What follows belongs to an exercise in optimizing a design on an open flow for small area, a short achievable clock period and few clock cycles; a production flow would make more cautious choices. The RTL was checked by simulation tests, not by an equivalence proof against the original design. Power is estimated from default activity; no workload was simulated.

exp/cedar:
==> flow/design.v (excerpt) <==
module nanocpu(p_address,p_data,d_address,d_wdata,d_rdata,mem_wr,clock,nreset);
Size: about 5,000 cells after synthesis, ~61,000 µm² of cells after synthesis.
Settings: LEC_CHECK=0, CAP_MARGIN=20, CORE_MARGIN=2, CORE_UTILIZATION=55, PLACE_DENSITY=0.65, SLEW_MARGIN=20, SYNTH_HIERARCHICAL=1; clock period 11.5 ns.
standard.sh (not shown) runs the stock make flow with config.mk's settings and CLKGATE_MAP_FILE= SYNTH_SCRIPT=/design/flow/synth_recipe.tcl, a recipe that flattens the netlist after the stock synthesis.
==> flow/flow/run.sh <==
#!/bin/bash
# The standard layout, with drive-strength-2 port buffers, a clock tree with
# larger sink clusters and no dummy loads, and timing repair aimed at a
# tighter setup margin.
set -euo pipefail
bash standard.sh \
  'BUFFER_PORTS_ARGS=-buffer_cell sky130_fd_sc_hd__buf_2' \
  'CTS_ARGS=-sink_clustering_enable -repair_clock_nets -sink_clustering_size 28 -sink_clustering_max_diameter 80 -dont_use_dummy_load' \
  SETUP_SLACK_MARGIN=8.0 \
  finish > standard_flow.log 2>&1
Testbench counts of exp/cedar, summed over its fixed seeds: cycles 114,647.
For exp/pepper, these inputs were changed with respect to exp/cedar:
--- a/flow/flow/run.sh
+++ b/flow/flow/run.sh
@@ -9 +9 @@
-  SETUP_SLACK_MARGIN=8.0 \
+  SETUP_SLACK_MARGIN=7.8 \
--- outcome ---
- exp/cedar ended up with input port to register as its type of the worst setup path; exp/pepper ended up with register to register.
- Compared with exp/cedar, exp/pepper shows a switching portion of total power that is 0.51 points lower.
- Higher number of nets in the layout among exp/pepper and exp/cedar: exp/cedar
- [compare] base=exp/cedar new=exp/pepper: count of clock-buffer cells in the layout increased 10%, detailed-route vias per instance decreased 1.3%, core utilization decreased 1.3 points.
What exp/violet does differently from exp/pepper at the input level:
- PLACE_DENSITY now 0.72, was 0.65
- CORE_UTILIZATION now 62, was 55
==> summary.txt <==
- Per the comparison of exp/violet with exp/pepper, fraction of the core area covered by cells at the end of the flow went up by 7.6 points; total power dropped about 1.1%; register share of the cell area has remained practically unchanged.

---

build 38:
Another version of the RTL of nanocpu (not shown whole).
For scale: about 4900 cells after synthesis, roughly 1300 flip-flops, about 160 I/O pins, about 0.061 mm^2 of cells after synthesis.
==> flow/config.mk <==
export PLATFORM = sky130hd
export DESIGN_NAME = nanocpu
export DESIGN_NICKNAME = nanocpu
export VERILOG_FILES = /design/flow/design.v
export SDC_FILE = /design/flow/constraint.sdc
export NUM_CORES = 4
export LEC_CHECK = 0
export CAP_MARGIN = 20
export CORE_MARGIN = 2
export CORE_UTILIZATION = 55
export PLACE_DENSITY = 0.65
export SLEW_MARGIN = 20
export SYNTH_HIERARCHICAL = 1
==> flow/constraint.sdc <==
create_clock -name core_clock -period 11.5 [get_ports {clock}]
set_input_delay 2.3000 -clock core_clock [delete_from_list [all_inputs] [get_ports {clock}]]
set_output_delay 2.3000 -clock core_clock [all_outputs]
set_load 0.01 [all_outputs]
==> flow/flow/run.sh <==
#!/bin/bash
# The standard layout, with drive-strength-2 port buffers, a clock tree with
# larger sink clusters and no dummy loads, and timing repair aimed at a
# tighter setup margin.
set -euo pipefail
bash standard.sh \
  'BUFFER_PORTS_ARGS=-buffer_cell sky130_fd_sc_hd__buf_2' \
  'CTS_ARGS=-sink_clustering_enable -repair_clock_nets -sink_clustering_size 28 -sink_clustering_max_diameter 80 -dont_use_dummy_load' \
  SETUP_SLACK_MARGIN=7.6 \
  finish > standard_flow.log 2>&1
Build 38 ran in full, but the layout does not pass; the checks complain about max-capacitance violations, max-slew violations.
Testbench counts of build 38, summed over its fixed seeds: cycles 114,647.
--- input diff build 38..build 58 ---
==> flow/flow/run.sh <==
#!/bin/bash
# The standard layout, with drive-strength-1 port buffers, a clock tree with
# larger sink clusters and no dummy loads, and timing repair aimed at a
# tighter setup margin.
set -euo pipefail
bash standard.sh \
  'BUFFER_PORTS_ARGS=-buffer_cell sky130_fd_sc_hd__buf_1' \
  'CTS_ARGS=-sink_clustering_enable -repair_clock_nets -sink_clustering_size 28 -sink_clustering_max_diameter 80 -dont_use_dummy_load' \
  SETUP_SLACK_MARGIN=7.8 \
  finish > standard_flow.log 2>&1
Findings:
- Build 58 and build 38 ended up with roughly the same via-per-instance ratio.
- Build 58 was carried through to the last stage, and its layout satisfied the timing, DRC and antenna checks.
- Between build 38 and build 58, the difference in first-pass GRT wire length is negligible.
- Summary of build 58 over build 38: total internal power shows an increase of 42 uW; worst voltage drop across the vdd grid shows an increase of about 15%; minimum period implied by the final worst setup slack shows an increase of 160 ps; number of stages on the worst setup path shows a reduction of 13.
- | worst path setup slack after routing | build 58 vs build 38 | 160 ps lower |
--- input diff build 58..build 18 ---
==> flow/flow/run.sh <==
#!/bin/bash
# The standard layout, with drive-strength-2 port buffers, a clock tree with
# larger sink clusters and no dummy loads, and timing repair aimed at a
# tighter setup margin.
set -euo pipefail
bash standard.sh \
  'BUFFER_PORTS_ARGS=-buffer_cell sky130_fd_sc_hd__buf_2' \
  'CTS_ARGS=-sink_clustering_enable -repair_clock_nets -sink_clustering_size 28 -sink_clustering_max_diameter 80 -dont_use_dummy_load' \
  SETUP_SLACK_MARGIN=7.8 \
  finish > standard_flow.log 2>&1
### Flow results
- Delta (build 18 minus build 58): global placer's final weighted congestion dropped 0.0077; wire length of the first global-routing pass roughly the same.
- Diff build 58..build 18 | number of instances in the placed design | negligible
- Measured against each other, build 58 and build 18 differ in power, the lower figure coming from build 18.

port drivers added, routing unchanged:
The results above use ideal ports. As a check the final layouts listed here were re-extracted and re-timed, cells and wires unchanged. Step 1 (the two cells are an assumption about what drives the block):
set clk [get_ports {clock}]
set_driving_cell -lib_cell sky130_fd_sc_hd__clkbuf_16 $clk
set_driving_cell -lib_cell sky130_fd_sc_hd__buf_2 [delete_from_list [all_inputs] $clk]
Step 2 adds t to the input delays and takes it off the output delays; t is the mean of the earliest and latest rising clock arrival at the registers after step 1. Input paths then give back, and output paths get back, about the clock's delay inside the block. Slacks: no drivers / after step 1 / after step 2; pairs: no drivers / after step 1.
| run | t, ns | slack for setup (ns) | slew at the worst register clock pin (ns) |
|---|---|---|---|
| exp/cedar | 0.796 | 7.672 / 7.724 / 6.939 | 0.11 / 0.11 |
| exp/pepper | 0.756 | 7.793 / 7.757 / 7.237 | 0.11 / 0.11 |
| exp/violet | 0.788 | 7.633 / 7.633 / 7.303 | 0.12 / 0.12 |
| build 38 | 0.791 | 7.644 / 7.644 / 7.102 | 0.11 / 0.11 |
| build 58 | 0.801 | 7.487 / 7.548 / 6.747 | 0.11 / 0.11 |
| build 18 | 0.787 | 7.750 / 7.719 / 7.204 | 0.11 / 0.11 |
The setup slack of build 58, which loses most, moves by +0.061 ns with the drivers and by -0.740 ns with both steps.
